This design comes from an exercise in tuning for small area, a short achievable clock period and few clock cycles per item on the open sky130 flow, not from production work. Function was checked by simulation only, so behaviour that the tests miss may differ from the original.

===== flow/constraint.sdc =====
create_clock -name core_clock -period 6.0 [get_ports {clk}]
set_input_delay 1.2000 -clock core_clock [delete_from_list [all_inputs] [get_ports {clk}]]
set_output_delay 1.2000 -clock core_clock [all_outputs]
set_load 0.01 [all_outputs]

===== flow/design.v =====
`timescale 1ns/10ps
module IOTDF( clk, rst, in_en, iot_in, fn_sel, busy, valid, iot_out);
input          clk;
input          rst;
input          in_en;
input  [7:0]   iot_in;
input  [2:0]   fn_sel;
output         busy;
output         valid;
output [127:0] iot_out;
    reg        v_r;           
    reg  [7:0] x_r;           
    reg  [7:0] xe;            
    reg  [1:0] f_r;           
    reg  [3:0] cnt;           
    reg        ld;            
    reg  [1:0] ldf;           
    reg  [2:0] crc;           
    reg  [4:0] rnd;           
    reg        valid_r;
    reg        enc;           
    reg  [127:0] ir;
    reg  [55:0] kreg;         
    reg  [7:0]  par;          
    reg  [63:0] lr;           
    wire ld_des = ldf[0] ^ ldf[1];
    wire ld_enc = ldf == 2'b01;
    wire ld_crc = ldf == 2'b11;
    reg busy_r;
    assign busy = busy_r;
    assign valid = valid_r;
    wire take = in_en & ~busy_r;
    wire [3:0] cnt_nx = cnt + {3'd0, v_r};
    wire [4:0] rnd_nx = ld ? (ld_des ? 5'd16 : 5'd0) : (rnd != 5'd0) ? rnd - 5'd1 : 5'd0;
    wire is16_nx = take ? (cnt_nx == 4'd14) : (cnt_nx == 4'd15);
    always @(posedge clk or posedge rst) begin
        if (rst) begin
            v_r <= 1'b0;
            busy_r <= 1'b0;
        end else begin
            v_r <= take;
            busy_r <= is16_nx & (rnd_nx > 5'd2);
        end
    end
    always @(posedge clk) begin
        x_r <= iot_in;
        xe <= (fn_sel[1:0] == 2'b11) ? 8'd0 : iot_in;
        f_r <= fn_sel[1:0];
    end
    wire smode = (f_r == 2'b00);
    wire cmode = (f_r == 2'b11);
    wire [7:0] ib0 = ir[7:0];
    wire [7:0] ib1 = ir[15:8];
    wire [7:0] ib2 = ir[23:16];
    wire [7:0] ib3 = ir[31:24];
    wire [7:0] ib4 = ir[39:32];
    wire [7:0] ib5 = ir[47:40];
    wire [7:0] ib6 = ir[55:48];
    wire [7:0] ib7 = ir[63:56];
    wire [7:0] ib8 = ir[71:64];
    wire [7:0] ib9 = ir[79:72];
    wire [7:0] ib10 = ir[87:80];
    wire [7:0] ib11 = ir[95:88];
    wire [7:0] ib12 = ir[103:96];
    wire [7:0] ib13 = ir[111:104];
    wire [7:0] ib14 = ir[119:112];
    wire [7:0] ib15 = ir[127:120];
    wire [7:0] xs = {xe[6], xe[7], xe[4], xe[5], xe[2], xe[3], xe[0], xe[1]};
    wire [7:0] cv0 = {ib0[6], ib0[7], ib0[4], ib0[5], ib0[2], ib0[3], ib0[0], ib0[1]};
    wire [7:0] cv1 = {ib1[6], ib1[7], ib1[4], ib1[5], ib1[2], ib1[3], ib1[0], ib1[1]};
    wire [7:0] cv2 = {ib2[6], ib2[7], ib2[4], ib2[5], ib2[2], ib2[3], ib2[0], ib2[1]};
    wire [7:0] cv3 = {ib3[6], ib3[7], ib3[4], ib3[5], ib3[2], ib3[3], ib3[0], ib3[1]};
    wire [7:0] cv4 = {ib4[6], ib4[7], ib4[4], ib4[5], ib4[2], ib4[3], ib4[0], ib4[1]};
    wire [7:0] cv5 = {ib5[6], ib5[7], ib5[4], ib5[5], ib5[2], ib5[3], ib5[0], ib5[1]};
    wire [7:0] cv6 = {ib6[6], ib6[7], ib6[4], ib6[5], ib6[2], ib6[3], ib6[0], ib6[1]};
    wire [7:0] cv7 = {ib7[6], ib7[7], ib7[4], ib7[5], ib7[2], ib7[3], ib7[0], ib7[1]};
    wire [7:0] cv8 = ib8;
    wire [7:0] cv9 = ib9;
    wire [7:0] cv10 = ib10;
    wire [7:0] cv11 = ib11;
    wire [7:0] cv12 = ib12;
    wire [7:0] cv13 = ib13;
    wire [7:0] cv14 = ib14;
    wire [7:0] cv15 = ib15;
    function lt8;
        input [7:0] a;
        input [7:0] b;
        lt8 = (a[7:4] < b[7:4]) | ((a[7:4] == b[7:4]) & (a[3:0] < b[3:0]));
    endfunction
    wire [15:0] c;
    assign c[0] = v_r & (~smode | 1'b1 | lt8(cv0, x_r));
    assign c[1] = v_r & (~smode | (cnt < 4'd15) | lt8(cv1, x_r));
    assign c[2] = v_r & (~smode | (cnt < 4'd14) | lt8(cv2, x_r));
    assign c[3] = v_r & (~smode | (cnt < 4'd13) | lt8(cv3, x_r));
    assign c[4] = v_r & (~smode | (cnt < 4'd12) | lt8(cv4, x_r));
    assign c[5] = v_r & (~smode | (cnt < 4'd11) | lt8(cv5, x_r));
    assign c[6] = v_r & (~smode | (cnt < 4'd10) | lt8(cv6, x_r));
    assign c[7] = v_r & (~smode | (cnt < 4'd9) | lt8(cv7, x_r));
    assign c[8] = v_r & (~smode | (cnt < 4'd8) | lt8(cv8, x_r));
    assign c[9] = v_r & (~smode | (cnt < 4'd7) | lt8(cv9, x_r));
    assign c[10] = v_r & (~smode | (cnt < 4'd6) | lt8(cv10, x_r));
    assign c[11] = v_r & (~smode | (cnt < 4'd5) | lt8(cv11, x_r));
    assign c[12] = v_r & (~smode | (cnt < 4'd4) | lt8(cv12, x_r));
    assign c[13] = v_r & (~smode | (cnt < 4'd3) | lt8(cv13, x_r));
    assign c[14] = v_r & (~smode | (cnt < 4'd2) | lt8(cv14, x_r));
    assign c[15] = v_r & (~smode | (cnt < 4'd1) | lt8(cv15, x_r));
    wire [127:0] ir_n;
    assign ir_n[7:0] = c[1] ? ib1 : xs;
    assign ir_n[15:8] = c[2] ? ib2 : xs;
    assign ir_n[23:16] = c[3] ? ib3 : xs;
    assign ir_n[31:24] = c[4] ? ib4 : xs;
    assign ir_n[39:32] = c[5] ? ib5 : xs;
    assign ir_n[47:40] = c[6] ? ib6 : xs;
    assign ir_n[55:48] = c[7] ? ib7 : xs;
    assign ir_n[63:56] = c[8] ? (smode ? {ib8[6], ib8[7], ib8[4], ib8[5], ib8[2], ib8[3], ib8[0], ib8[1]} : ib8) : xs;
    assign ir_n[71:64] = c[9] ? ib9 : xe;
    assign ir_n[79:72] = c[10] ? ib10 : xe;
    assign ir_n[87:80] = c[11] ? ib11 : xe;
    assign ir_n[95:88] = c[12] ? ib12 : xe;
    assign ir_n[103:96] = c[13] ? ib13 : xe;
    assign ir_n[111:104] = c[14] ? ib14 : xe;
    assign ir_n[119:112] = c[15] ? ib15 : xe;
    assign ir_n[127:120] = xe;
    integer i;
    function [2:0] mulx;
        input [2:0] a;
        mulx = {a[1] ^ a[2], a[0], a[2]};
    endfunction
    function [2:0] bmod;
        input [7:0] bt;
        integer i;
        begin
            bmod = 3'd0;
            for (i = 7; i >= 0; i = i - 1) bmod = mulx(bmod) ^ {2'b0, bt[i]};
        end
    endfunction
    wire [2:0] crc_prev = (cnt == 4'd0) ? 3'd0 : mulx(mulx(mulx(mulx(mulx(mulx(crc))))));
    wire [2:0] crc_n = crc_prev ^ mulx(mulx(mulx(mulx(bmod(x_r)))));
    always @(posedge clk or posedge rst) begin
        if (rst) begin
            cnt <= 4'd0;
            ld <= 1'b0;
        end else begin
            cnt <= cnt_nx;
            ld <= v_r & (cnt == 4'd15);
        end
    end
    always @(posedge clk) begin
        if (v_r) crc <= crc_n;
        for (i = 0; i < 16; i = i + 1)
            if (c[i]) ir[8*i +: 8] <= ir_n[8*i +: 8];
        if (v_r & (cnt == 4'd15)) ldf <= f_r;
    end
    wire [63:0] dlo = {ir[63:4], ir[3] | (ld_crc & crc[2]), ir[2], ir[1] | (ld_crc & crc[0]), ir[0] | (ld_crc & crc[1])};
    wire [63:0] dhi = ir[127:64];
    wire [63:0] ip_d = {dlo[6], dlo[14], dlo[22], dlo[30], dlo[38], dlo[46], dlo[54], dlo[62], dlo[4], dlo[12], dlo[20], dlo[28], dlo[36], dlo[44], dlo[52], dlo[60], dlo[2], dlo[10], dlo[18], dlo[26], dlo[34], dlo[42], dlo[50], dlo[58], dlo[0], dlo[8], dlo[16], dlo[24], dlo[32], dlo[40], dlo[48], dlo[56], dlo[7], dlo[15], dlo[23], dlo[31], dlo[39], dlo[47], dlo[55], dlo[63], dlo[5], dlo[13], dlo[21], dlo[29], dlo[37], dlo[45], dlo[53], dlo[61], dlo[3], dlo[11], dlo[19], dlo[27], dlo[35], dlo[43], dlo[51], dlo[59], dlo[1], dlo[9], dlo[17], dlo[25], dlo[33], dlo[41], dlo[49], dlo[57]};
    wire [55:0] pc1_d = {dhi[7], dhi[15], dhi[23], dhi[31], dhi[39], dhi[47], dhi[55], dhi[63], dhi[6], dhi[14], dhi[22], dhi[30], dhi[38], dhi[46], dhi[54], dhi[62], dhi[5], dhi[13], dhi[21], dhi[29], dhi[37], dhi[45], dhi[53], dhi[61], dhi[4], dhi[12], dhi[20], dhi[28], dhi[1], dhi[9], dhi[17], dhi[25], dhi[33], dhi[41], dhi[49], dhi[57], dhi[2], dhi[10], dhi[18], dhi[26], dhi[34], dhi[42], dhi[50], dhi[58], dhi[3], dhi[11], dhi[19], dhi[27], dhi[35], dhi[43], dhi[51], dhi[59], dhi[36], dhi[44], dhi[52], dhi[60]};
    wire [7:0] par_d = {dhi[56], dhi[48], dhi[40], dhi[32], dhi[24], dhi[16], dhi[8], dhi[0]};
    wire [31:0] L = lr[63:32];
    wire [31:0] R = lr[31:0];
    wire [47:0] K = {kreg[42], kreg[39], kreg[45], kreg[32], kreg[55], kreg[51], kreg[53], kreg[28], kreg[41], kreg[50], kreg[35], kreg[46], kreg[33], kreg[37], kreg[44], kreg[52], kreg[30], kreg[48], kreg[40], kreg[49], kreg[29], kreg[36], kreg[43], kreg[54], kreg[15], kreg[4], kreg[25], kreg[19], kreg[9], kreg[1], kreg[26], kreg[16], kreg[5], kreg[11], kreg[23], kreg[8], kreg[12], kreg[7], kreg[17], kreg[0], kreg[22], kreg[3], kreg[10], kreg[14], kreg[6], kreg[20], kreg[27], kreg[24]};
    wire [47:0] ER = {R[0], R[31], R[30], R[29], R[28], R[27], R[28], R[27], R[26], R[25], R[24], R[23], R[24], R[23], R[22], R[21], R[20], R[19], R[20], R[19], R[18], R[17], R[16], R[15], R[16], R[15], R[14], R[13], R[12], R[11], R[12], R[11], R[10], R[9], R[8], R[7], R[8], R[7], R[6], R[5], R[4], R[3], R[4], R[3], R[2], R[1], R[0], R[31]};
    wire [47:0] SX = ER ^ K;
    wire [31:0] SO;
    sbox1 u_s1 (.a(SX[47:42]), .y(SO[31:28]));
    sbox2 u_s2 (.a(SX[41:36]), .y(SO[27:24]));
    sbox3 u_s3 (.a(SX[35:30]), .y(SO[23:20]));
    sbox4 u_s4 (.a(SX[29:24]), .y(SO[19:16]));
    sbox5 u_s5 (.a(SX[23:18]), .y(SO[15:12]));
    sbox6 u_s6 (.a(SX[17:12]), .y(SO[11:8]));
    sbox7 u_s7 (.a(SX[11:6]), .y(SO[7:4]));
    sbox8 u_s8 (.a(SX[5:0]), .y(SO[3:0]));
    wire [31:0] F = {SO[16], SO[25], SO[12], SO[11], SO[3], SO[20], SO[4], SO[15], SO[31], SO[17], SO[9], SO[6], SO[27], SO[14], SO[1], SO[22], SO[30], SO[24], SO[8], SO[18], SO[0], SO[5], SO[29], SO[23], SO[13], SO[19], SO[2], SO[26], SO[10], SO[21], SO[28], SO[7]};
    wire [55:0] km = ld ? pc1_d : kreg;
    wire [27:0] kc = km[55:28];
    wire [27:0] kd = km[27:0];
    wire [55:0] k_l1 = {kc[26:0], kc[27], kd[26:0], kd[27]};
    wire [55:0] k_l2 = {kc[25:0], kc[27:26], kd[25:0], kd[27:26]};
    wire [55:0] k_r1 = {kc[0], kc[27:1], kd[0], kd[27:1]};
    wire [55:0] k_r2 = {kc[1:0], kc[27:2], kd[1:0], kd[27:2]};
    wire single = (rnd == 5'd16) | (rnd == 5'd9) | (rnd == 5'd2);
    wire last = (rnd == 5'd1);
    wire s_id = ld ? ~ld_enc : last & enc;
    wire s_l1 = ld ? ld_enc : ~last & single & enc;
    wire s_r1 = ~ld & (last | single) & ~enc;
    wire s_l2 = ~ld & ~single & ~last & enc;
    wire s_r2 = ~ld & ~single & ~last & ~enc;
    wire [55:0] k_n = ({56{s_id}} & km) | ({56{s_l1}} & k_l1) | ({56{s_l2}} & k_l2) |
                      ({56{s_r1}} & k_r1) | ({56{s_r2}} & k_r2);
    always @(posedge clk or posedge rst) begin
        if (rst) begin
            rnd <= 5'd0;
            valid_r <= 1'b0;
        end else begin
            rnd <= rnd_nx;
            valid_r <= (ld & ~ld_des) | (rnd == 5'd1);
        end
    end
    always @(posedge clk) begin
        kreg <= k_n;
        lr <= ld ? ip_d : {R, L ^ F};
        if (ld) begin
            par <= par_d;
            enc <= ld_enc;
        end
    end
    wire [63:0] okey = {kreg[48], kreg[40], kreg[32], kreg[0], kreg[4], kreg[12], kreg[20], par[7], kreg[49], kreg[41], kreg[33], kreg[1], kreg[5], kreg[13], kreg[21], par[6], kreg[50], kreg[42], kreg[34], kreg[2], kreg[6], kreg[14], kreg[22], par[5], kreg[51], kreg[43], kreg[35], kreg[3], kreg[7], kreg[15], kreg[23], par[4], kreg[52], kreg[44], kreg[36], kreg[28], kreg[8], kreg[16], kreg[24], par[3], kreg[53], kreg[45], kreg[37], kreg[29], kreg[9], kreg[17], kreg[25], par[2], kreg[54], kreg[46], kreg[38], kreg[30], kreg[10], kreg[18], kreg[26], par[1], kreg[55], kreg[47], kreg[39], kreg[31], kreg[11], kreg[19], kreg[27], par[0]};
    wire [63:0] rl = {R, L};
    wire [63:0] odat = {rl[24], rl[56], rl[16], rl[48], rl[8], rl[40], rl[0], rl[32], rl[25], rl[57], rl[17], rl[49], rl[9], rl[41], rl[1], rl[33], rl[26], rl[58], rl[18], rl[50], rl[10], rl[42], rl[2], rl[34], rl[27], rl[59], rl[19], rl[51], rl[11], rl[43], rl[3], rl[35], rl[28], rl[60], rl[20], rl[52], rl[12], rl[44], rl[4], rl[36], rl[29], rl[61], rl[21], rl[53], rl[13], rl[45], rl[5], rl[37], rl[30], rl[62], rl[22], rl[54], rl[14], rl[46], rl[6], rl[38], rl[31], rl[63], rl[23], rl[55], rl[15], rl[47], rl[7], rl[39]};
    assign iot_out = {okey, odat};
endmodule
module sbox1(input [5:0] a, output reg [3:0] y);
    always @(*) begin
        case (a)
            6'd0: y = 4'd14;
            6'd1: y = 4'd0;
            6'd2: y = 4'd4;
            6'd3: y = 4'd15;
            6'd4: y = 4'd13;
            6'd5: y = 4'd7;
            6'd6: y = 4'd1;
            6'd7: y = 4'd4;
            6'd8: y = 4'd2;
            6'd9: y = 4'd14;
            6'd10: y = 4'd15;
            6'd11: y = 4'd2;
            6'd12: y = 4'd11;
            6'd13: y = 4'd13;
            6'd14: y = 4'd8;
            6'd15: y = 4'd1;
            6'd16: y = 4'd3;
            6'd17: y = 4'd10;
            6'd18: y = 4'd10;
            6'd19: y = 4'd6;
            6'd20: y = 4'd6;
            6'd21: y = 4'd12;
            6'd22: y = 4'd12;
            6'd23: y = 4'd11;
            6'd24: y = 4'd5;
            6'd25: y = 4'd9;
            6'd26: y = 4'd9;
            6'd27: y = 4'd5;
            6'd28: y = 4'd0;
            6'd29: y = 4'd3;
            6'd30: y = 4'd7;
            6'd31: y = 4'd8;
            6'd32: y = 4'd4;
            6'd33: y = 4'd15;
            6'd34: y = 4'd1;
            6'd35: y = 4'd12;
            6'd36: y = 4'd14;
            6'd37: y = 4'd8;
            6'd38: y = 4'd8;
            6'd39: y = 4'd2;
            6'd40: y = 4'd13;
            6'd41: y = 4'd4;
            6'd42: y = 4'd6;
            6'd43: y = 4'd9;
            6'd44: y = 4'd2;
            6'd45: y = 4'd1;
            6'd46: y = 4'd11;
            6'd47: y = 4'd7;
            6'd48: y = 4'd15;
            6'd49: y = 4'd5;
            6'd50: y = 4'd12;
            6'd51: y = 4'd11;
            6'd52: y = 4'd9;
            6'd53: y = 4'd3;
            6'd54: y = 4'd7;
            6'd55: y = 4'd14;
            6'd56: y = 4'd3;
            6'd57: y = 4'd10;
            6'd58: y = 4'd10;
            6'd59: y = 4'd0;
            6'd60: y = 4'd5;
            6'd61: y = 4'd6;
            6'd62: y = 4'd0;
            6'd63: y = 4'd13;
        endcase
    end
endmodule
module sbox2(input [5:0] a, output reg [3:0] y);
    always @(*) begin
        case (a)
            6'd0: y = 4'd15;
            6'd1: y = 4'd3;
            6'd2: y = 4'd1;
            6'd3: y = 4'd13;
            6'd4: y = 4'd8;
            6'd5: y = 4'd4;
            6'd6: y = 4'd14;
            6'd7: y = 4'd7;
            6'd8: y = 4'd6;
            6'd9: y = 4'd15;
            6'd10: y = 4'd11;
            6'd11: y = 4'd2;
            6'd12: y = 4'd3;
            6'd13: y = 4'd8;
            6'd14: y = 4'd4;
            6'd15: y = 4'd14;
            6'd16: y = 4'd9;
            6'd17: y = 4'd12;
            6'd18: y = 4'd7;
            6'd19: y = 4'd0;
            6'd20: y = 4'd2;
            6'd21: y = 4'd1;
            6'd22: y = 4'd13;
            6'd23: y = 4'd10;
            6'd24: y = 4'd12;
            6'd25: y = 4'd6;
            6'd26: y = 4'd0;
            6'd27: y = 4'd9;
            6'd28: y = 4'd5;
            6'd29: y = 4'd11;
            6'd30: y = 4'd10;
            6'd31: y = 4'd5;
            6'd32: y = 4'd0;
            6'd33: y = 4'd13;
            6'd34: y = 4'd14;
            6'd35: y = 4'd8;
            6'd36: y = 4'd7;
            6'd37: y = 4'd10;
            6'd38: y = 4'd11;
            6'd39: y = 4'd1;
            6'd40: y = 4'd10;
            6'd41: y = 4'd3;
            6'd42: y = 4'd4;
            6'd43: y = 4'd15;
            6'd44: y = 4'd13;
            6'd45: y = 4'd4;
            6'd46: y = 4'd1;
            6'd47: y = 4'd2;
            6'd48: y = 4'd5;
            6'd49: y = 4'd11;
            6'd50: y = 4'd8;
            6'd51: y = 4'd6;
            6'd52: y = 4'd12;
            6'd53: y = 4'd7;
            6'd54: y = 4'd6;
            6'd55: y = 4'd12;
            6'd56: y = 4'd9;
            6'd57: y = 4'd0;
            6'd58: y = 4'd3;
            6'd59: y = 4'd5;
            6'd60: y = 4'd2;
            6'd61: y = 4'd14;
            6'd62: y = 4'd15;
            6'd63: y = 4'd9;
        endcase
    end
endmodule
module sbox3(input [5:0] a, output reg [3:0] y);
    always @(*) begin
        case (a)
            6'd0: y = 4'd10;
            6'd1: y = 4'd13;
            6'd2: y = 4'd0;
            6'd3: y = 4'd7;
            6'd4: y = 4'd9;
            6'd5: y = 4'd0;
            6'd6: y = 4'd14;
            6'd7: y = 4'd9;
            6'd8: y = 4'd6;
            6'd9: y = 4'd3;
            6'd10: y = 4'd3;
            6'd11: y = 4'd4;
            6'd12: y = 4'd15;
            6'd13: y = 4'd6;
            6'd14: y = 4'd5;
            6'd15: y = 4'd10;
            6'd16: y = 4'd1;
            6'd17: y = 4'd2;
            6'd18: y = 4'd13;
            6'd19: y = 4'd8;
            6'd20: y = 4'd12;
            6'd21: y = 4'd5;
            6'd22: y = 4'd7;
            6'd23: y = 4'd14;
            6'd24: y = 4'd11;
            6'd25: y = 4'd12;
            6'd26: y = 4'd4;
            6'd27: y = 4'd11;
            6'd28: y = 4'd2;
            6'd29: y = 4'd15;
            6'd30: y = 4'd8;
            6'd31: y = 4'd1;
            6'd32: y = 4'd13;
            6'd33: y = 4'd1;
            6'd34: y = 4'd6;
            6'd35: y = 4'd10;
            6'd36: y = 4'd4;
            6'd37: y = 4'd13;
            6'd38: y = 4'd9;
            6'd39: y = 4'd0;
            6'd40: y = 4'd8;
            6'd41: y = 4'd6;
            6'd42: y = 4'd15;
            6'd43: y = 4'd9;
            6'd44: y = 4'd3;
            6'd45: y = 4'd8;
            6'd46: y = 4'd0;
            6'd47: y = 4'd7;
            6'd48: y = 4'd11;
            6'd49: y = 4'd4;
            6'd50: y = 4'd1;
            6'd51: y = 4'd15;
            6'd52: y = 4'd2;
            6'd53: y = 4'd14;
            6'd54: y = 4'd12;
            6'd55: y = 4'd3;
            6'd56: y = 4'd5;
            6'd57: y = 4'd11;
            6'd58: y = 4'd10;
            6'd59: y = 4'd5;
            6'd60: y = 4'd14;
            6'd61: y = 4'd2;
            6'd62: y = 4'd7;
            6'd63: y = 4'd12;
        endcase
    end
endmodule
module sbox4(input [5:0] a, output reg [3:0] y);
    always @(*) begin
        case (a)
            6'd0: y = 4'd7;
            6'd1: y = 4'd13;
            6'd2: y = 4'd13;
            6'd3: y = 4'd8;
            6'd4: y = 4'd14;
            6'd5: y = 4'd11;
            6'd6: y = 4'd3;
            6'd7: y = 4'd5;
            6'd8: y = 4'd0;
            6'd9: y = 4'd6;
            6'd10: y = 4'd6;
            6'd11: y = 4'd15;
            6'd12: y = 4'd9;
            6'd13: y = 4'd0;
            6'd14: y = 4'd10;
            6'd15: y = 4'd3;
            6'd16: y = 4'd1;
            6'd17: y = 4'd4;
            6'd18: y = 4'd2;
            6'd19: y = 4'd7;
            6'd20: y = 4'd8;
            6'd21: y = 4'd2;
            6'd22: y = 4'd5;
            6'd23: y = 4'd12;
            6'd24: y = 4'd11;
            6'd25: y = 4'd1;
            6'd26: y = 4'd12;
            6'd27: y = 4'd10;
            6'd28: y = 4'd4;
            6'd29: y = 4'd14;
            6'd30: y = 4'd15;
            6'd31: y = 4'd9;
            6'd32: y = 4'd10;
            6'd33: y = 4'd3;
            6'd34: y = 4'd6;
            6'd35: y = 4'd15;
            6'd36: y = 4'd9;
            6'd37: y = 4'd0;
            6'd38: y = 4'd0;
            6'd39: y = 4'd6;
            6'd40: y = 4'd12;
            6'd41: y = 4'd10;
            6'd42: y = 4'd11;
            6'd43: y = 4'd1;
            6'd44: y = 4'd7;
            6'd45: y = 4'd13;
            6'd46: y = 4'd13;
            6'd47: y = 4'd8;
            6'd48: y = 4'd15;
            6'd49: y = 4'd9;
            6'd50: y = 4'd1;
            6'd51: y = 4'd4;
            6'd52: y = 4'd3;
            6'd53: y = 4'd5;
            6'd54: y = 4'd14;
            6'd55: y = 4'd11;
            6'd56: y = 4'd5;
            6'd57: y = 4'd12;
            6'd58: y = 4'd2;
            6'd59: y = 4'd7;
            6'd60: y = 4'd8;
            6'd61: y = 4'd2;
            6'd62: y = 4'd4;
            6'd63: y = 4'd14;
        endcase
    end
endmodule
module sbox5(input [5:0] a, output reg [3:0] y);
    always @(*) begin
        case (a)
            6'd0: y = 4'd2;
            6'd1: y = 4'd14;
            6'd2: y = 4'd12;
            6'd3: y = 4'd11;
            6'd4: y = 4'd4;
            6'd5: y = 4'd2;
            6'd6: y = 4'd1;
            6'd7: y = 4'd12;
            6'd8: y = 4'd7;
            6'd9: y = 4'd4;
            6'd10: y = 4'd10;
            6'd11: y = 4'd7;
            6'd12: y = 4'd11;
            6'd13: y = 4'd13;
            6'd14: y = 4'd6;
            6'd15: y = 4'd1;
            6'd16: y = 4'd8;
            6'd17: y = 4'd5;
            6'd18: y = 4'd5;
            6'd19: y = 4'd0;
            6'd20: y = 4'd3;
            6'd21: y = 4'd15;
            6'd22: y = 4'd15;
            6'd23: y = 4'd10;
            6'd24: y = 4'd13;
            6'd25: y = 4'd3;
            6'd26: y = 4'd0;
            6'd27: y = 4'd9;
            6'd28: y = 4'd14;
            6'd29: y = 4'd8;
            6'd30: y = 4'd9;
            6'd31: y = 4'd6;
            6'd32: y = 4'd4;
            6'd33: y = 4'd11;
            6'd34: y = 4'd2;
            6'd35: y = 4'd8;
            6'd36: y = 4'd1;
            6'd37: y = 4'd12;
            6'd38: y = 4'd11;
            6'd39: y = 4'd7;
            6'd40: y = 4'd10;
            6'd41: y = 4'd1;
            6'd42: y = 4'd13;
            6'd43: y = 4'd14;
            6'd44: y = 4'd7;
            6'd45: y = 4'd2;
            6'd46: y = 4'd8;
            6'd47: y = 4'd13;
            6'd48: y = 4'd15;
            6'd49: y = 4'd6;
            6'd50: y = 4'd9;
            6'd51: y = 4'd15;
            6'd52: y = 4'd12;
            6'd53: y = 4'd0;
            6'd54: y = 4'd5;
            6'd55: y = 4'd9;
            6'd56: y = 4'd6;
            6'd57: y = 4'd10;
            6'd58: y = 4'd3;
            6'd59: y = 4'd4;
            6'd60: y = 4'd0;
            6'd61: y = 4'd5;
            6'd62: y = 4'd14;
            6'd63: y = 4'd3;
        endcase
    end
endmodule
module sbox6(input [5:0] a, output reg [3:0] y);
    always @(*) begin
        case (a)
            6'd0: y = 4'd12;
            6'd1: y = 4'd10;
            6'd2: y = 4'd1;
            6'd3: y = 4'd15;
            6'd4: y = 4'd10;
            6'd5: y = 4'd4;
            6'd6: y = 4'd15;
            6'd7: y = 4'd2;
            6'd8: y = 4'd9;
            6'd9: y = 4'd7;
            6'd10: y = 4'd2;
            6'd11: y = 4'd12;
            6'd12: y = 4'd6;
            6'd13: y = 4'd9;
            6'd14: y = 4'd8;
            6'd15: y = 4'd5;
            6'd16: y = 4'd0;
            6'd17: y = 4'd6;
            6'd18: y = 4'd13;
            6'd19: y = 4'd1;
            6'd20: y = 4'd3;
            6'd21: y = 4'd13;
            6'd22: y = 4'd4;
            6'd23: y = 4'd14;
            6'd24: y = 4'd14;
            6'd25: y = 4'd0;
            6'd26: y = 4'd7;
            6'd27: y = 4'd11;
            6'd28: y = 4'd5;
            6'd29: y = 4'd3;
            6'd30: y = 4'd11;
            6'd31: y = 4'd8;
            6'd32: y = 4'd9;
            6'd33: y = 4'd4;
            6'd34: y = 4'd14;
            6'd35: y = 4'd3;
            6'd36: y = 4'd15;
            6'd37: y = 4'd2;
            6'd38: y = 4'd5;
            6'd39: y = 4'd12;
            6'd40: y = 4'd2;
            6'd41: y = 4'd9;
            6'd42: y = 4'd8;
            6'd43: y = 4'd5;
            6'd44: y = 4'd12;
            6'd45: y = 4'd15;
            6'd46: y = 4'd3;
            6'd47: y = 4'd10;
            6'd48: y = 4'd7;
            6'd49: y = 4'd11;
            6'd50: y = 4'd0;
            6'd51: y = 4'd14;
            6'd52: y = 4'd4;
            6'd53: y = 4'd1;
            6'd54: y = 4'd10;
            6'd55: y = 4'd7;
            6'd56: y = 4'd1;
            6'd57: y = 4'd6;
            6'd58: y = 4'd13;
            6'd59: y = 4'd0;
            6'd60: y = 4'd11;
            6'd61: y = 4'd8;
            6'd62: y = 4'd6;
            6'd63: y = 4'd13;
        endcase
    end
endmodule
module sbox7(input [5:0] a, output reg [3:0] y);
    always @(*) begin
        case (a)
            6'd0: y = 4'd4;
            6'd1: y = 4'd13;
            6'd2: y = 4'd11;
            6'd3: y = 4'd0;
            6'd4: y = 4'd2;
            6'd5: y = 4'd11;
            6'd6: y = 4'd14;
            6'd7: y = 4'd7;
            6'd8: y = 4'd15;
            6'd9: y = 4'd4;
            6'd10: y = 4'd0;
            6'd11: y = 4'd9;
            6'd12: y = 4'd8;
            6'd13: y = 4'd1;
            6'd14: y = 4'd13;
            6'd15: y = 4'd10;
            6'd16: y = 4'd3;
            6'd17: y = 4'd14;
            6'd18: y = 4'd12;
            6'd19: y = 4'd3;
            6'd20: y = 4'd9;
            6'd21: y = 4'd5;
            6'd22: y = 4'd7;
            6'd23: y = 4'd12;
            6'd24: y = 4'd5;
            6'd25: y = 4'd2;
            6'd26: y = 4'd10;
            6'd27: y = 4'd15;
            6'd28: y = 4'd6;
            6'd29: y = 4'd8;
            6'd30: y = 4'd1;
            6'd31: y = 4'd6;
            6'd32: y = 4'd1;
            6'd33: y = 4'd6;
            6'd34: y = 4'd4;
            6'd35: y = 4'd11;
            6'd36: y = 4'd11;
            6'd37: y = 4'd13;
            6'd38: y = 4'd13;
            6'd39: y = 4'd8;
            6'd40: y = 4'd12;
            6'd41: y = 4'd1;
            6'd42: y = 4'd3;
            6'd43: y = 4'd4;
            6'd44: y = 4'd7;
            6'd45: y = 4'd10;
            6'd46: y = 4'd14;
            6'd47: y = 4'd7;
            6'd48: y = 4'd10;
            6'd49: y = 4'd9;
            6'd50: y = 4'd15;
            6'd51: y = 4'd5;
            6'd52: y = 4'd6;
            6'd53: y = 4'd0;
            6'd54: y = 4'd8;
            6'd55: y = 4'd15;
            6'd56: y = 4'd0;
            6'd57: y = 4'd14;
            6'd58: y = 4'd5;
            6'd59: y = 4'd2;
            6'd60: y = 4'd9;
            6'd61: y = 4'd3;
            6'd62: y = 4'd2;
            6'd63: y = 4'd12;
        endcase
    end
endmodule
module sbox8(input [5:0] a, output reg [3:0] y);
    always @(*) begin
        case (a)
            6'd0: y = 4'd13;
            6'd1: y = 4'd1;
            6'd2: y = 4'd2;
            6'd3: y = 4'd15;
            6'd4: y = 4'd8;
            6'd5: y = 4'd13;
            6'd6: y = 4'd4;
            6'd7: y = 4'd8;
            6'd8: y = 4'd6;
            6'd9: y = 4'd10;
            6'd10: y = 4'd15;
            6'd11: y = 4'd3;
            6'd12: y = 4'd11;
            6'd13: y = 4'd7;
            6'd14: y = 4'd1;
            6'd15: y = 4'd4;
            6'd16: y = 4'd10;
            6'd17: y = 4'd12;
            6'd18: y = 4'd9;
            6'd19: y = 4'd5;
            6'd20: y = 4'd3;
            6'd21: y = 4'd6;
            6'd22: y = 4'd14;
            6'd23: y = 4'd11;
            6'd24: y = 4'd5;
            6'd25: y = 4'd0;
            6'd26: y = 4'd0;
            6'd27: y = 4'd14;
            6'd28: y = 4'd12;
            6'd29: y = 4'd9;
            6'd30: y = 4'd7;
            6'd31: y = 4'd2;
            6'd32: y = 4'd7;
            6'd33: y = 4'd2;
            6'd34: y = 4'd11;
            6'd35: y = 4'd1;
            6'd36: y = 4'd4;
            6'd37: y = 4'd14;
            6'd38: y = 4'd1;
            6'd39: y = 4'd7;
            6'd40: y = 4'd9;
            6'd41: y = 4'd4;
            6'd42: y = 4'd12;
            6'd43: y = 4'd10;
            6'd44: y = 4'd14;
            6'd45: y = 4'd8;
            6'd46: y = 4'd2;
            6'd47: y = 4'd13;
            6'd48: y = 4'd0;
            6'd49: y = 4'd15;
            6'd50: y = 4'd6;
            6'd51: y = 4'd12;
            6'd52: y = 4'd10;
            6'd53: y = 4'd9;
            6'd54: y = 4'd13;
            6'd55: y = 4'd0;
            6'd56: y = 4'd15;
            6'd57: y = 4'd3;
            6'd58: y = 4'd3;
            6'd59: y = 4'd5;
            6'd60: y = 4'd5;
            6'd61: y = 4'd6;
            6'd62: y = 4'd8;
            6'd63: y = 4'd11;
        endcase
    end
endmodule

===== flow/config.mk =====
export PLATFORM = sky130hd
export DESIGN_NAME = IOTDF
export DESIGN_NICKNAME = IOTDF
export VERILOG_FILES = /design/flow/design.v
export SDC_FILE = /design/flow/constraint.sdc
export NUM_CORES = 4
export LEC_CHECK = 0
export CAP_MARGIN = 20
export CORE_MARGIN = 2
export CORE_UTILIZATION = 40
export SETUP_SLACK_MARGIN = 3.5
export SLEW_MARGIN = 20

===== flow/standard.sh =====
#!/bin/bash
# synth_recipe.tcl (not shown) runs the flow's synth.tcl, then flattens the netlist and writes it again
# the make line also repeats each setting of config.mk as NAME=value (left out here)
make -C /OpenROAD-flow-scripts/flow DESIGN_CONFIG=/design/flow/config.mk WORK_HOME=/design/flow/orfs CLKGATE_MAP_FILE= SYNTH_SCRIPT=/design/flow/synth_recipe.tcl "${@:-finish}"

===== flow/flow/run.sh =====
#!/bin/bash
# The standard layout (the standard.sh: standard synthesis, floorplan, place, CTS, route),
# with the port buffers made with buf_2 cells instead of the default pick.
set -euo pipefail
export BUFFER_PORTS_ARGS="-buffer_cell sky130_fd_sc_hd__buf_2"
bash standard.sh > standard.log 2>&1

==> qor.yml, run 1 <==
outcome:
  status: "complete, no violations"
timing:
  drv_slew: 0
  worst_clock_skew_ns: 0.03383
  post-route-min-period_ns: 2.699
  fmax_ghz: 0.3706
  grt_setup_unrepaired: "true"
  tns_ns: 0
  hold_viol: 0
  relSlewSlack: 0.2373
  finalSetupViolations: 0
  max_slew.worst_pin.slew_ns: 1.143
  period_share: 0.4498
clock_tree:
  hold_buffers: 0
  cts_buffer_depth: 3
  cts.sink_count: 293
  insertion_delay_ns: 0.57
  clkTransAtPathRegs_ns: 0.06
  htreeDepth: 2
  cts_root_buf: "clkbuf_16"
  cts_buffers: 35
  cts_tree: "yes"
worst_hold_path:
  hp-class: "flip-flop to flip-flop"
  holdPathStages: 2
worst_setup_path:
  cp_data_required_time_ns: 6.29
  worstRegToRegCells: 12
  endpoint_kind: "flip-flop"
  crit_type: "flip-flop to flip-flop"
  crit_fanout: 6
  critPathLaunchType: "flip-flop"
  cp.arrival_ns: 2.99
grt:
  grt_max_degree: 113
  grt_pass1_vias: 17990
  grt_pass1_wl_um: 114300
  grt_overflow: 0
  grtUsageTotal: 0.2685
  grt_antenna_before_repair: 1
synthesis:
  yosys.area_share.simple: 0.1068
  syn_area_um2: 21420
  synth_top_area_frac: 0.1991
  synth_area_leaders: "edfxtp_1 20%, dfxtp_1 13%, ha_1 9.9%"
  synthAdderAreaFrac: 0.09871
  synth_edf_count: 142
  yosysSeqAreaShare: 0.3432
  syn_nets: 2267
  synthDistinctLibCells: 78
  syn_inst: 2084
  synth_seq_cells: 293
  yosysMostFrequentCell: "ha_1"
  synthXorXnorAreaFrac: 0.05952
  synthArstFlopShare: 0.04437
  ys_warn_count: 9
  synth_top_family_by_area: "multiplexers"
  synth_top_area_cell: "edfxtp_1"
  synth_area_per_cell_um2: 10.28
  synth_compound_area_frac: 0.1629
  synth_common_cells: "169 x ha_1, 163 x nand2_1, 161 x mux2_2"
  synthFlopType: "edfxtp_1"
  yosys-mux-area-fraction: 0.1905
die:
  pin_count: 144
  start_util: 0.4060
  rows: 84
  die_y_um: 235.4
  core_area_um2: 52760
  die_area_um2: 55420
  die-width_um: 235.4
detailed_routing:
  drtIter0Drc: 1762
  routed_wl_um: 79200
  firstDrtPassIters: 5
  antenna_left: 0
  viasPerCell: 6.198
  remaining_drc_errors: 0
  wl_per_cell_um: 25.96
  vias: 18910
cells_and_area:
  nNetsFinal: 2519
  synthToLayoutAreaGrowth_pct: 28.44
  nFillCells: 4560
  drive_gt1_frac: 0.3686
  post-route-util: 0.5215
  antenna-diode-count: 0
job:
  max_cap_violations: 0
place:
  place_congestion: 0.9050
  port_buffers: 142
  place_hpwl_um: 52710
## logic make-up after synthesis
group                    after synthesis
AO/OA/AOI/OAI                        473
XOR/XNOR                             129
buffers and inverters                212
AND/OR/NAND/NOR                      471
adder cells (fa/ha/maj)              169
flip-flops                           293
multiplexers                         337
## per-layer routing
metal | wire [um] | vias up | track usage
li1 | - | 8412 | -
met1 | 32670 | 9499 | 0.3555
met2 | 37790 | 857 | 0.4404
met3 | 5743 | 139 | 0.04268
met4 | 2991 | 2 | 0.1042
met5 | 13 | - | 0
## worst max-delay path, stage by stage, from the launching register on
cell and delay [ns]:
dfxtp_2 0.35, clkinvlp_4 0.10, buf_12 0.16, buf_6 0.11, buf_6 0.11, buf_6 0.11
ha_4 0.20, a21o_1 0.15, a21o_1 0.18, a2111oi_4 0.35, o41ai_4 0.11, buf_6 0.19
mux2_4 0.30
## sequential cells by signal, indices dropped and copies added (netlist names), 2 cells and up
| register | cells |
|---|---|
| ir | 128 |
| par | 8 |
| kreg | 56 |
| cnt | 4 |
| ldf | 2 |
| xe | 8 |
| lr | 64 |
| x_r | 8 |
| f_r | 2 |
| crc | 3 |
| rnd | 5 |
## final timing paths
| kind | start | slack [ns] | to |
|---|---|---|---|
| setup / recovery | x_r[1]$_DFF_P_ | 3.30 | ir[66]$_DFFE_PP_ |
| hold / removal | ir[5]$_DFFE_PP_ | 0.44 | lr[23]$_DFF_P_ |
| setup reg to reg | x_r[1]$_DFF_P_ | 3.30 | ir[66]$_DFFE_PP_ |
| hold reg to reg | ir[5]$_DFFE_PP_ | 0.44 | lr[23]$_DFF_P_ |
| max in group asynchronous | rst | 4.94 | ld$_DFF_PP0_ |
| min in group asynchronous | rst | 0.66 | busy_r$_DFF_PP0_ |
## cell usage in the layout (no fill, tap or decap), drive strengths merged, types with 11 or more instances in the layout
master	instances
mux2i	135
a2111oi	15
buf	320
o211ai	76
dfxtp	138
mux2	162
nor3	48
nand4	15
mux4	40
nand2	163
clkinv	19
a211oi	29
xnor2	71
and2	11
inv	88
o221ai	60
o41ai	14
nor2	72
dfrtp	13
edfxtp	142
a21oi	98
a31oi	15
nor2b	71
ha	169
nand2b	28
a21o	37
o21ai	60
xor2	57
clkbuf	44
nand3	29
## stage by stage
stage | setup slack [ns] | hold slack (ns) | instances | instance area (um^2)
2_1_floorplan | 3.424 | 0.4215 | 2084 | 21560
3_3_place_gp | 2.554 | 0.4297 | 2829 | 22950
3_5_place_dp | 2.526 | 0.4317 | 2829 | 22950
4_1_cts | 3.306 | 0.4467 | 2990 | 26280
5_1_grt | 3.229 | 0.4587 | 3051 | 27510
6_report | 3.301 | 0.4443 | 3051 | 27510
## cell type report
cell class | instances | area [um^2] | share of cell area
inverters | 96 | 456.7 | 0.01660
clock buffers | 40 | 979.7 | 0.03561
clock inverters | 24 | 230.2 | 0.008367
multi-input cells | 1586 | 15040 | 0.5465
repair buffers | 324 | 2409 | 0.08754
well taps | 688 | 860.8 | 0.03129
flip-flops and latches | 293 | 7541 | 0.2741
## timing repair
item                       in CTS  in global routing
setup endpoints to repair     385                325
gates cloned                    6                  5
setup buffers                  91                 56
gates resized for setup       281                171
pin swaps                      55                 67
Testbench counts, summed over its fixed seeds: cycles 16,979, blocks 1,024.
==> run 2, diff against run 1 <==
--- a/flow/config.mk
+++ b/flow/config.mk
@@ -9,4 +9,4 @@
 export CORE_MARGIN = 2
 export CORE_UTILIZATION = 40
-export SETUP_SLACK_MARGIN = 3.5
+export SETUP_SLACK_MARGIN = 3.2
 export SLEW_MARGIN = 20
==> run 2 against run 1 <==
Compared with the run above:
- critical path depth down 4
- routed wire length is 8.2% lower
- still clean on timing, DRC and antenna
- global-route usage fell by 1.7 points
- flip-flop and latch count stayed put
- via count shrank 5.6%
- sequential share of layout area up 2.1 points
==> qor.yml, run 2 <==
die:
  rows: 84
  die_y_um: 235.4
  die_area_um2: 55420
  die-width_um: 235.4
  start_util: 0.4060
  core_area_um2: 52760
  pin_count: 144
timing:
  fmax_ghz: 0.3608
  hold_viol: 0
  worst_clock_skew_ns: 0.02270
  finalSetupViolations: 0
  period_share: 0.4620
  grt_setup_unrepaired: "true"
  hold_ws_ns: 0.4527
  tns_ns: 0
  max_slew.worst_pin.slew_ns: 1.115
  post-route-min-period_ns: 2.772
  drv_slew: 0
  relSlewSlack: 0.2555
cells_and_area:
  fin_area_um2: 25110
  nFillCells: 4829
  synthToLayoutAreaGrowth_pct: 17.24
  largest_reg_flops: 128
  nNetsFinal: 2419
  antenna-diode-count: 0
  layout_common_cells: "163 x nand2_1, 163 x ha_1, 161 x mux2_2"
  post-route-util: 0.4760
  drive_gt1_frac: 0.2690
  reg_top3: "ir x128, lr x64, kreg x56"
  largest_register: "ir"
  layout.cells.non_filler: 2952
worst_setup_path:
  crit_fanout: 10
  cp_data_required_time_ns: 6.44
  crit_chain: "xor2_4, ha_1, inv_1, nor2_1, a211o_1, a311oi_1, o21ai_0, a31o_2"
  crit_path_max_incr_delay_ns: 0.52
  endpoint_kind: "flip-flop"
  r2r_end: "lr[7]$_DFF_P_"
  cp.arrival_ns: 3.21
  regToRegStartpoint: "lr[12]$_DFF_P_"
  reg2reg_slack_ns: 3.23
  crit_type: "flip-flop to flip-flop"
  cp_slowest_cell: "dfxtp_2"
  critPathLaunchType: "flip-flop"
  worstRegToRegCells: 8
worst_hold_path:
  min_to: "lr[23]$_DFF_P_"
  hp-class: "flip-flop to flip-flop"
  holdPathStages: 2
  min_from: "ir[5]$_DFFE_PP_"
synthesis:
  ys_warn_count: 9
  synth_edf_count: 142
  synthFlopType: "edfxtp_1"
  yosysSeqAreaShare: 0.3432
  synth_top_area_cell: "edfxtp_1"
  synth_area_leaders: "edfxtp_1 20%, dfxtp_1 13%, ha_1 9.9%"
  synth_common_cells: "169 x ha_1, 163 x nand2_1, 161 x mux2_2"
  syn_nets: 2267
  synth_seq_cells: 293
  syn_inst: 2084
  syn_area_um2: 21420
  synth_area_per_cell_um2: 10.28
  synth_top_area_frac: 0.1991
  synthDistinctLibCells: 78
  yosysMostFrequentCell: "ha_1"
  synthArstFlopShare: 0.04437
grt:
  grt_max_degree: 113
  grt_pass1_vias: 16710
  grtUsageTotal: 0.2516
  grt_overflow: 0
  grt_pass1_wl_um: 106900
  grt_antenna_before_repair: 4
clock_tree:
  clkTransAtPathRegs_ns: 0.06
  insertion_delay_ns: 0.57
  cts_buffers: 36
  cts_root_buf: "clkbuf_16"
  htreeDepth: 2
  cts.sink_count: 293
  cts_tree: "yes"
  cts_buffer_depth: 3
place:
  place_hpwl_um: 52140
  port_buffers: 142
  dp_cells: 2830
  place_congestion: 0.9029
  placed_area_um2: 22850
detailed_routing:
  viasPerCell: 6.049
  vias: 17860
  drtIter0Drc: 1715
  wl_per_cell_um: 24.64
  antenna_left: 0
  remaining_drc_errors: 0
  firstDrtPassIters: 6
  routed_wl_um: 72730
outcome:
  status: "complete, no violations"
job:
  max_cap_violations: 0
==> run 2: cell counts after synthesis <==
No cell type changed its count.
==> run 2: layout make-up <==
class / count / area, um^2 / area share
Multi-Input combinational cell: 1580 / 13910 / 0.5538
Sequential cell: 293 / 7405 / 0.2948
Timing Repair Buffer: 229 / 1401 / 0.05580
Clock buffer: 49 / 989.7 / 0.03941
Tap cell: 688 / 860.8 / 0.03428
Inverter: 96 / 371.6 / 0.01480
Clock inverter: 17 / 178.9 / 0.007124
==> run 2: critical path, delay by kind of cell (launching register included) <==
family	cells	cell delay, ns
AOI/OAI and AO/OA	4	1.04
DFF	1	0.52
adders and majority gates	1	0.41
xor gates and xnor gates	1	0.35
buffers and inverters	1	0.23
and+or+nand+nor	1	0.09
==> run 2: worst max path at each step <==
stage	start	to	cells past startpoint	slack [ns]
floorplan	lr[7]$_DFF_P_	lr[3]$_DFF_P_	7	3.27
global placement	lr[7]$_DFF_P_	lr[21]$_DFF_P_	8	2.44
detailed placement	lr[7]$_DFF_P_	lr[21]$_DFF_P_	8	2.41
CTS	kreg[9]$_DFF_P_	lr[7]$_DFF_P_	8	3.10
global route	lr[12]$_DFF_P_	lr[7]$_DFF_P_	8	3.09
finish	lr[12]$_DFF_P_	lr[7]$_DFF_P_	8	3.23
==> run 2: timing repair <==
item	in CTS	in global routing
hold buffers	0	0
resized for setup	85	40
cloned	0	1
endpoints found under the setup margin	322	257
pin swaps	10	16
buffers inserted	17	38
==> run 2: logic make-up after synthesis <==
group           synth area share
buf+inv                  0.03843
mux                       0.1905
fa+ha+maj                0.09871
compound gates            0.1629
simple gates              0.1068
xor+xnor                 0.05952
flops                     0.3432
==> run 2: layer usage <==
metal	share of wire	up-vias	wire [um]	GRT usage
met5	0	-	0	0
met4	0.035	0	2533	0.08782
met3	0.072	109	5238	0.04116
met2	0.46	747	33800	0.4098
met1	0.43	8795	31150	0.3383
li1	-	8206	-	-
==> run 2: per-stage QoR <==
stage / setup slack (ns)
floorplan: 3.273
global route: 3.095
global placement: 2.440
finish: 3.228
detailed placement: 2.405
CTS: 3.103

-- what the ideal ports hide --
The results above use ideal ports. As a check the final layouts listed here were re-extracted and re-timed, cells and wires unchanged. Step 1 sets driving cells, clkbuf_16 on the clock port and buf_2 on the other inputs (assumed; they add their load-dependent delay and slew). Step 2 moves the port delays by t, midway between the first and last clock arrival at a register: inputs arrive t later, outputs are due t later. That takes back most of the time a late clock gives input paths. a / b / c = ideal / step 1 / step 2; a / b = the first two.
run | t (ns) | slack for setup (ns) | clock arrival spread, ns | pins driven straight from the clock port
run 1 | 0.614 | 3.301 / 3.301 / 3.301 | 0.035 / 0.036 | 1
run 2 | 0.609 | 3.228 / 3.228 / 3.228 | 0.024 / 0.024 | 1
After both steps every run listed still meets setup and hold.
